Context: an optimization exercise on an open-source flow, tuned for small area and a short achievable clock period. The choices shown serve that exercise and are no tape-out recipe.
Where RTL was checked, it was by simulation tests only, not by an equivalence proof against the original.
The flow treats the clock pin as an ideal source, which a real chip does not have.

// prng
module prng (
    input logic [31:0] seed,
    output logic [31:0] rand_num,
    input logic clk,
    input logic rst
);
    logic [31:0] state;
    wire [30:0] x = state[30:0];
    wire [30:0] xn = ~state[30:0];
    wire [30:0] nxt;
    wire s0; wire c0;
    assign s0 = 1'b1 ^ x[2] ^ xn[0];
    assign c0 = (1'b1 & x[2]) | (1'b1 & xn[0]) | (x[2] & xn[0]);
    wire s1; wire c1;
    assign s1 = 1'b1 ^ x[3] ^ xn[1];
    assign c1 = (1'b1 & x[3]) | (1'b1 & xn[1]) | (x[3] & xn[1]);
    wire s2; wire c2;
    fa u2 (.a(x[4]), .b(xn[2]), .c(xn[0]), .s(s2), .co(c2));
    wire s3; wire c3;
    fa u3 (.a(x[5]), .b(xn[3]), .c(xn[1]), .s(s3), .co(c3));
    wire s4; wire c4;
    assign s4 = 1'b0 ^ x[4] ^ x[2];
    assign c4 = (1'b0 & x[4]) | (1'b0 & x[2]) | (x[4] & x[2]);
    wire s5; wire c5;
    fa u5 (.a(x[6]), .b(c3), .c(~s4), .s(s5), .co(c5));
    wire s6; wire c6;
    fa u6 (.a(x[7]), .b(xn[5]), .c(xn[3]), .s(s6), .co(c6));
    wire s7; wire c7;
    fa u7 (.a(x[0]), .b(~c4), .c(s6), .s(s7), .co(c7));
    wire s8; wire c8;
    fa u8 (.a(x[8]), .b(xn[6]), .c(xn[4]), .s(s8), .co(c8));
    wire s9; wire c9;
    fa u9 (.a(x[1]), .b(c6), .c(s8), .s(s9), .co(c9));
    wire s10; wire c10;
    assign s10 = 1'b1 ^ x[9] ^ x[2];
    assign c10 = (1'b1 & x[9]) | (1'b1 & x[2]) | (x[9] & x[2]);
    wire s11; wire c11;
  ...
==> flow/config.mk <==
export PLATFORM = sky130hd
export DESIGN_NAME = prng
export DESIGN_NICKNAME = prng
export VERILOG_FILES = /design/flow/design.v
export SDC_FILE = /design/flow/constraint.sdc
export NUM_CORES = 4
export LEC_CHECK = 0
export CAP_MARGIN = 20
export CORE_MARGIN = 2
export CORE_UTILIZATION = 50
export CTS_BUF_LIST = sky130_fd_sc_hd__clkbuf_4 sky130_fd_sc_hd__clkbuf_8
export HOLD_SLACK_MARGIN = 0.1
export SETUP_SLACK_MARGIN = 3.3
export SLEW_MARGIN = 20
export SYNTH_HIERARCHICAL = 1
==> flow/constraint.sdc <==
create_clock -name core_clock -period 7.0 [get_ports {clk}]
set_input_delay 1.4000 -clock core_clock [delete_from_list [all_inputs] [get_ports {clk}]]
set_output_delay 1.4000 -clock core_clock [all_outputs]
set_load 0.01 [all_outputs]
standard.sh (not shown) runs the stock make flow with config.mk's settings and CLKGATE_MAP_FILE= SYNTH_SCRIPT=/design/flow/synth_recipe.tcl, a recipe that flattens the netlist after the stock synthesis.
==> flow/flow/run.sh <==
#!/bin/bash
# Standard layout with two changes: the smallest buffer on each port, and
# useful clock skew between registers after clock tree synthesis (skew.tcl).
export BUFFER_PORTS_ARGS="-buffer_cell sky130_fd_sc_hd__buf_1"
export POST_CTS_TCL="$PWD/flow/skew.tcl"
export SKIP_CTS_REPAIR_TIMING=1
bash standard.sh > standard.log 2>&1
Other scripts of this flow, unchanged in this note and not shown: flow/flow/skew.py, flow/flow/skew.tcl
Rerun with:
==> flow/flow/run.sh (replaced) <==
#!/bin/bash
# Standard layout with two changes: the smallest buffer on each port, and
# useful clock skew between registers after clock tree synthesis (skew.tcl).
# Clock tree synthesis adds no dummy loads.
export BUFFER_PORTS_ARGS="-buffer_cell sky130_fd_sc_hd__buf_1"
export POST_CTS_TCL="$PWD/flow/skew.tcl"
export SKIP_CTS_REPAIR_TIMING=1
# clock tree: no dummy loads for balancing (the skew step sets the arrivals)
export CTS_ARGS="-sink_clustering_enable -repair_clock_nets -dont_use_dummy_load -buf_list {sky130_fd_sc_hd__clkbuf_4 sky130_fd_sc_hd__clkbuf_8}"
bash standard.sh > standard.log 2>&1
Settings changed: CORE_UTILIZATION 50 to 55.
Critical path depth rises by 5; core utilization rises by 5.2 points; design area falls by about 2%; via count rises by 0.82%; wire length rises by about 1%; clock skew rises by 0.070 ns; worst setup slack got worse by 0.0057 ns; register-to-register slack barely changes; synthesized area stays the same.


old:
prng, a different RTL version from the one above (not shown whole).
Size: about 480 cells after synthesis, roughly 66 I/O pins, roughly 5900 um^2 of cells after synthesis.
Design prng, start of the top module:
module prng (
    input logic [31:0] seed,
    output logic [31:0] rand_num,
    input logic clk,
    input logic rst
);
clock: 7.0 ns
lec_check: 0
cap_margin: 20
core_margin: 2
core_utilization: 50
cts_buf_list: sky130_fd_sc_hd__clkbuf_4 sky130_fd_sc_hd__clkbuf_8
hold_slack_margin: 0.1
setup_slack_margin: 3.3
slew_margin: 20
synth_hierarchical: 1
==> flow/flow/run.sh <==
#!/bin/bash
# Standard layout with two changes: the smallest buffer on each port, and
# useful clock skew between registers after clock tree synthesis (skew.tcl).
# Clock tree synthesis adds no dummy loads.
export BUFFER_PORTS_ARGS="-buffer_cell sky130_fd_sc_hd__buf_1"
export POST_CTS_TCL="$PWD/flow/skew.tcl"
export SKIP_CTS_REPAIR_TIMING=1
# clock tree: no dummy loads for balancing (the skew step sets the arrivals)
export CTS_ARGS="-sink_clustering_enable -repair_clock_nets -dont_use_dummy_load -buf_list {sky130_fd_sc_hd__clkbuf_4 sky130_fd_sc_hd__clkbuf_8}"
bash standard.sh > standard.log 2>&1
Other scripts of this flow, unchanged in this note and not shown: flow/flow/skew.py, flow/flow/skew.tcl
old | stages: all done | timing, DRC, antenna: all pass
Input changes introduced in new (baseline for comparison: old):
- a change of SETUP_SLACK_MARGIN from 3.3 to 3.5
## What came out
In the tables for new and old, buffer and inverter count on the worst path reads lower with new.
Going from old to new, utilization +1.9 points, post-place setup slack +0.038 ns, via count normalized by instance count -1.8%, wire length of the first global-routing pass -about 6%.
Diff old -> new: largest incremental delay on the critical path -0.03 ns; maximum frequency from static timing analysis +4.0 MHz; routed wire length -2.7%.
Depth of the worst register-to-register path is higher on old
No run of this note included a check of the RTL's function; only the layout flow was run.

==> re-timing with driven ports <==
In the flow no input, the clock included, has a driving cell. The finished layouts below were timed again as built, in two steps. Step 1, drivers: a clkbuf_16 drives clk and a buf_2 each remaining input, both assumed. Step 2, shift: input delay + t, output delay - t, t = (earliest + latest rising clock arrival at the registers) / 2. This alone moves slack from input paths to output paths. Slacks: no drivers / after step 1 / after step 2; pairs: no drivers / after step 1.
| run | t (ns) | setup WS [ns] | worst setup path after step 2 | latest minus earliest clock arrival (ns) |
|---|---|---|---|---|
| the first run of note 1 | 1.059 | 3.430 / 3.430 / 3.430 | register to register | 1.333 / 1.332 |
| the second run of note 1 | 1.056 | 3.424 / 3.424 / 3.424 | register to register | 1.400 / 1.400 |
| old | 1.133 | 3.408 / 3.408 / 3.408 | register to register | 1.524 / 1.525 |
| new | 1.111 | 3.459 / 3.459 / 3.459 | register to register | 1.517 / 1.517 |
Clock arrivals are far apart in every run listed, so t is only a midpoint there and step 2 fits no single register.
